Background: an optimization exercise with open tools, aiming at small area. Do not read the settings as production practice. In this exercise RTL edits were held to simulation tests only and were not proved equivalent to the original. The flow treats the clock pin as an ideal source. Dropping or thinning the clock tree relies on that and would not hold on a real chip. Power is estimated from default activity; no workload was simulated.

== the baseline ==
Design uart_vector_processor, start of the top module:
module uart_vector_processor #(
    parameter int BIT_RATE = 115200,
    parameter int CLK_FREQ = 1_843_200,
    parameter int MAX_VECT_SIZE = 8,
    parameter int MAX_MAT_ROWS = 4,
    parameter int MAX_MAT_COLS = 4
)(
    input wire clk,
    input wire resetn,
    input wire uart_rx,
    output wire uart_tx,
    output wire led_busy,
    output wire led_rx_active,
    output wire led_tx_active,
    output wire led_error
);
For scale: about 890 cells after synthesis, ~550 flip-flops, roughly 8 I/O pins, roughly 0.013 sq mm of cells after synthesis.
==> module uart_vector_processor, before the edit <==
module uart_vector_processor #(
    parameter int BIT_RATE = 115200,
    parameter int CLK_FREQ = 1_843_200,
    parameter int MAX_VECT_SIZE = 8,
    parameter int MAX_MAT_ROWS = 4,
    parameter int MAX_MAT_COLS = 4
)(
    input wire clk,
    input wire resetn,
    input wire uart_rx,
    output wire uart_tx,
    output wire led_busy,
    output wire led_rx_active,
    output wire led_tx_active,
    output wire led_error
);
    localparam [2:0] S_IDLE = 3'b000,    
                     S_SZ   = 3'b001,    
                     S_OP1  = 3'b010,    
                     S_OP2  = 3'b011,    
                     S_TX   = 3'b110,    
                     S_ERR  = 3'b111;    
    reg [2:0] st;
    reg       frm;           
    reg [7:0] fc;            
    reg [3:0] ph;            
    reg [3:0] w;             
    reg [1:0] bi;            
    reg [3:0] L;             
    reg [1:0] op;            
    reg       c;             
    reg       dA;            
    reg       bcur;          
    reg       act;           
    reg       txo;           
    wire [3:0] m = fc[7:4];
    wire s_idle = (st == S_IDLE);
    wire s_sz   = (st == S_SZ);
    wire s_op1  = (st == S_OP1);
    wire s_op2  = (st == S_OP2);
    wire is_tx  = (st == S_TX);
    wire is_err = (st == S_ERR);
    wire is_mat = ~op[1] & ~op[0];
    wire is_dot = op[1] & op[0];
    wire muldot = op[1];
    reg [15:0] rE [0:15];
    reg [15:0] rO [0:15];
    wire [2:0] yidx = w[2:0] & {3{~is_dot}};
    wire XE_lo = rE[{1'b0, w[2:0]}][0];
    wire XO_lo = rO[{1'b0, w[2:0]}][0];
    wire YE = rE[{1'b1, yidx}][0];
    wire YO = rO[{1'b1, yidx}][0];
    wire XE = w[3] ? YE : XE_lo;
    wire XO = w[3] ? YO : XO_lo;
    wire [2:0] bb = {1'b0, bi} + {1'b0, is_tx & is_dot, is_tx & op[1] & ~op[0]};
    wire bitwin = frm & ~m[3];                           
    wire hit    = bitwin & (ph == {bb[1:0], m[2:1]});    
    wire s15    = &ph;
    wire fend   = frm & s15 & m[3] & (m[0] == is_tx);
    wire rxstart = ~frm & ~uart_rx & ~is_err & ~is_tx;
    wire txstart = ~frm & is_tx & s15;
    wire rx   = uart_rx;
    wire rxop = frm & ~is_tx;
    wire rhit = hit & rxop;
    wire [2:0] k = m[2:0];
    wire XR   = m[0] ? XO : XE;                          
    wire cin_add = c & ~((bi == 2'd0) & (k == 3'd0));
    wire nb   = s_op1 ? rx : (XR ^ rx ^ cin_add);
    wire cadd = (XR & rx) | (cin_add & (XR ^ rx));
    wire pass   = act;
    wire pfirst = (ph == 4'd0);
    wire cin_m  = c & ~pfirst;
    wire t0 = bcur & XE;
    wire s0 = YE ^ t0 ^ cin_m;
    wire c1 = (YE & t0) | (cin_m & (YE ^ t0));
    wire t1 = bcur & XO;
    wire s1 = YO ^ t1 ^ c1;
    wire c2 = (YO & t1) | (c1 & (YO ^ t1));
    wire capv = ~bb[2] & (muldot ? (m[0] ? YO : YE) : XR);
    wire wrX  = pass | (rhit & (s_op1 | (s_op2 & ~muldot)));
    wire wrY  = pass | (s_op1 & muldot);
    wire XdE = pass ? (dA & ~pfirst) : (m[0] ? XE : nb);
    wire XdO = pass ? XE : (m[0] ? nb : XO);
    wire YdE = pass & s0;
    wire YdO = pass & s1;
    wire UdE = is_mat ? XdE : YdE;
    wire UdO = is_mat ? XdO : YdO;
    genvar gi;
    generate
        for (gi = 0; gi < 16; gi = gi + 1) begin : g_slot
            wire we;
            wire dE, dO;
            if (gi < 8) begin : g_lo
                assign we = wrX & (w == gi);
                assign dE = XdE;
                assign dO = XdO;
            end else begin : g_hi
                assign we = (wrX & (w == gi)) | (wrY & (yidx == gi - 8));
                assign dE = UdE;
                assign dO = UdO;
            end
            always @(posedge clk) begin
                rE[gi] <= {we ? dE : rE[gi][0], rE[gi][15:1]};
                rO[gi] <= {we ? dO : rO[gi][0], rO[gi][15:1]};
            end
        end
    endgenerate
    wire skip = is_mat & (w[1:0] == L[1:0]);
    wire [3:0] wnx = (w | {2'b00, skip, skip}) + 4'd1;
    wire last = (w == L);
    wire brin = (k == 3'd0) | c;
    wire dbit = rx ^ brin;
    always @(posedge clk) begin
        ph <= ph + 4'd1;
        fc <= rxstart ? 8'hF1 : txstart ? 8'h00 : fc + 8'd1;
        dA <= XO;
        if (pass) begin
            c  <= c2;
        end else if (rhit) begin
            c <= s_sz ? (brin & ~rx) : cadd;
        end
        if (rhit & s_idle) begin
            if (k == 3'd0) op[0] <= rx;
            if (k == 3'd1) op[1] <= rx;
        end
        if (rhit & s_sz & (bi == 2'd0) & ~k[2] & (~k[1] | ~is_mat)) begin
            if (is_mat & w[0]) L <= {L[3:2], dbit, L[1]};
            else               L <= {dbit, L[3:1]};
        end
        if (is_tx) begin
            if (hit) bcur <= capv;
        end else if (s15)
            bcur <= rx;
        if (s15)
            act <= bitwin & rxop & s_op2 & muldot;
        if (fend) begin
            if (s_idle) begin
                bi <= 2'd0;
                w  <= 4'd0;
            end else begin
                bi <= bi + 2'd1;
                if (bi == 2'd3)
                    w <= s_sz ? {3'b000, is_mat & ~w[0]} : (last ? 4'd0 : wnx);
            end
        end
    end
    always @(posedge clk or negedge resetn) begin
        if (!resetn) begin
            st  <= S_IDLE;
            frm <= 1'b0;
            txo <= 1'b1;
        end else begin
            if (rxstart | txstart) frm <= 1'b1;
            else if (fend)         frm <= 1'b0;
            if (s15)
                txo <= ~txstart & ~(is_tx & bitwin & ~(hit ? capv : bcur));
            if (rhit & s_idle & (k[2] | k[1]) & (rx ^ (~k[2] & ~k[0] & is_mat)))
                st <= S_ERR;
            else if (fend & (bi == 2'd3 | s_idle)) begin
                case (st)
                    S_IDLE: st <= S_SZ;
                    S_SZ:   if (~(is_mat & ~w[0])) st <= S_OP1;
                    S_OP1:  if (last) st <= S_OP2;
                    S_OP2:  if (last) st <= S_TX;
                    S_TX:   if (last | is_dot) st <= S_IDLE;
                    default: ;
                endcase
            end
        end
    end
    assign uart_tx       = txo;
    assign led_tx_active = is_tx;
    assign led_rx_active = s_sz | s_op1 | s_op2;
    assign led_busy      = led_rx_active | is_tx;
    assign led_error     = is_err;
endmodule
Settings: LEC_CHECK=0, CAP_MARGIN=20, CORE_MARGIN=2, CORE_UTILIZATION=40, CTS_CLUSTER_DIAMETER=100, CTS_CLUSTER_SIZE=35, SLEW_MARGIN=20; clock period 100.0 ns.
standard.sh (not shown) runs the stock make flow with config.mk's settings and CLKGATE_MAP_FILE= SYNTH_SCRIPT=/design/flow/synth_recipe.tcl, a recipe that flattens the netlist after the stock synthesis.
==> flow/flow/run.sh <==
#!/bin/bash
# Own layout flow: the standard ORFS flow (standard.sh), with
#  - synthesis unchanged except that ABC maps the logic with an area-oriented
#    script (flow/abc_area.script) instead of ORFS's speed script; registers
#    are mapped before ABC runs, so they are the standard synthesis's;
#  - smaller port buffers, no CTS dummy loads, buf_12 clock buffers, and the
#    clock tree's intermediate level removed (root buffer drives the leaf
#    buffers directly).
# Each tool's output goes to a log file in the work folder (and ORFS's own
# logs under orfs/logs).
set -euo pipefail
W=$(pwd)

# ORFS scripts, with ABC's script replaced
rm -rf "$W/scripts_area"
cp -r "$FLOW_HOME/scripts" "$W/scripts_area"
cp "$W/flow/abc_area.script" "$W/scripts_area/abc_speed.script"

bash standard.sh SCRIPTS_DIR="$W/scripts_area" synth > "$W/synth.log" 2>&1

export BUFFER_PORTS_ARGS="-buffer_cell sky130_fd_sc_hd__buf_1"
export CTS_ARGS="-sink_clustering_enable -repair_clock_nets -sink_clustering_size 33 -sink_clustering_max_diameter 100 -dont_use_dummy_load -buf_list sky130_fd_sc_hd__buf_12"
bash standard.sh cts > "$W/place_cts.log" 2>&1

CTS_ODB=$(ls -d "$W"/orfs/results/*/uart_vector_processor/base)/4_cts.odb
CTS_ODB="$CTS_ODB" openroad -no_init -exit "$W/flow/flatten_ctree.tcl" > "$W/flatten_ctree.log" 2>&1

bash standard.sh > "$W/layout.log" 2>&1
Other scripts of this flow, unchanged in this note and not shown: flow/flow/abc_area.script, flow/flow/flatten_ctree.tcl
The baseline: full flow OK, the timing, DRC and antenna checks passed
Input-level comparison between the candidate and the baseline:
diff --git a/flow/design.v b/flow/design.v
--- a/flow/design.v
+++ b/flow/design.v
@@ -19,6 +19,6 @@
                      S_OP1  = 3'b010,    
                      S_OP2  = 3'b011,    
-                     S_TX   = 3'b110,    
-                     S_ERR  = 3'b111;    
+                     S_TX   = 3'b100,    
+                     S_ERR  = 3'b101;    
     reg [2:0] st;
     reg       frm;           
@@ -171,5 +171,5 @@
     assign uart_tx       = txo;
     assign led_tx_active = is_tx;
-    assign led_rx_active = s_sz | s_op1 | s_op2;
+    assign led_rx_active = ~st[2] & (st[1] | st[0]);
     assign led_busy      = led_rx_active | is_tx;
     assign led_error     = is_err;
Notes after the runs:
- Against the baseline, the candidate reports a distinct cell type count of the synthesized netlist that is lower.
- The design area reported for the candidate is greater than that of the baseline by 0.36%.
- Going from the baseline to the candidate, area of the core region now sits at about the same level, share of the core filled with cells in the final layout stayed essentially flat, vias after detailed routing has increased.
- Hold slack in the candidate is 0.021 ns above the baseline.
- The baseline has a higher final setup slack of the worst path than the candidate.
- Compared with the baseline, the candidate shows a synthesized area that is 51 sq um higher.
- Delay of the slowest cell on the worst path: the candidate vs the baseline down 0.02 ns
- Across both runs, number of vias per cell after detailed routing was higher for the candidate than for the baseline.
- Against the baseline, the candidate reports a detailed-route wire length that is higher.
- Synthesized netlist cell count of the baseline is on par with the candidate.
- Between the baseline and the candidate, the flip-flop and latch power is lower for the candidate.

-- what the ideal ports hide --
The results above use ideal ports. As a check the final layouts listed here were re-extracted and re-timed, cells and wires unchanged.
Step 1 assumes that a clkbuf_16 drives the clock port and a buf_2 every other input.
Step 2 adds t to the input delays and takes it off the output delays; t is the mean of the earliest and latest rising clock arrival at the registers after step 1. Input paths then give back, and output paths get back, about the clock's delay inside the block.
Three values: ideal ports, drivers, drivers and shift; two values: the first two.
| run | t (ns) | setup WS [ns] | latest minus earliest clock arrival (ns) | worst slew at a driven data input, ns | cell pins on the clock port's net |
|---|---|---|---|---|---|
| the baseline | 0.498 | 77.452 / 77.471 / 76.972 | 0.046 / 0.045 | 0.03 | 1 |
| the candidate | 0.510 | 77.411 / 77.429 / 76.918 | 0.029 / 0.029 | 0.03 | 1 |
After both steps every run listed still meets setup and hold. For the candidate, which loses most, drivers alone change the setup slack by +0.018 ns; drivers and shift together by -0.493 ns.
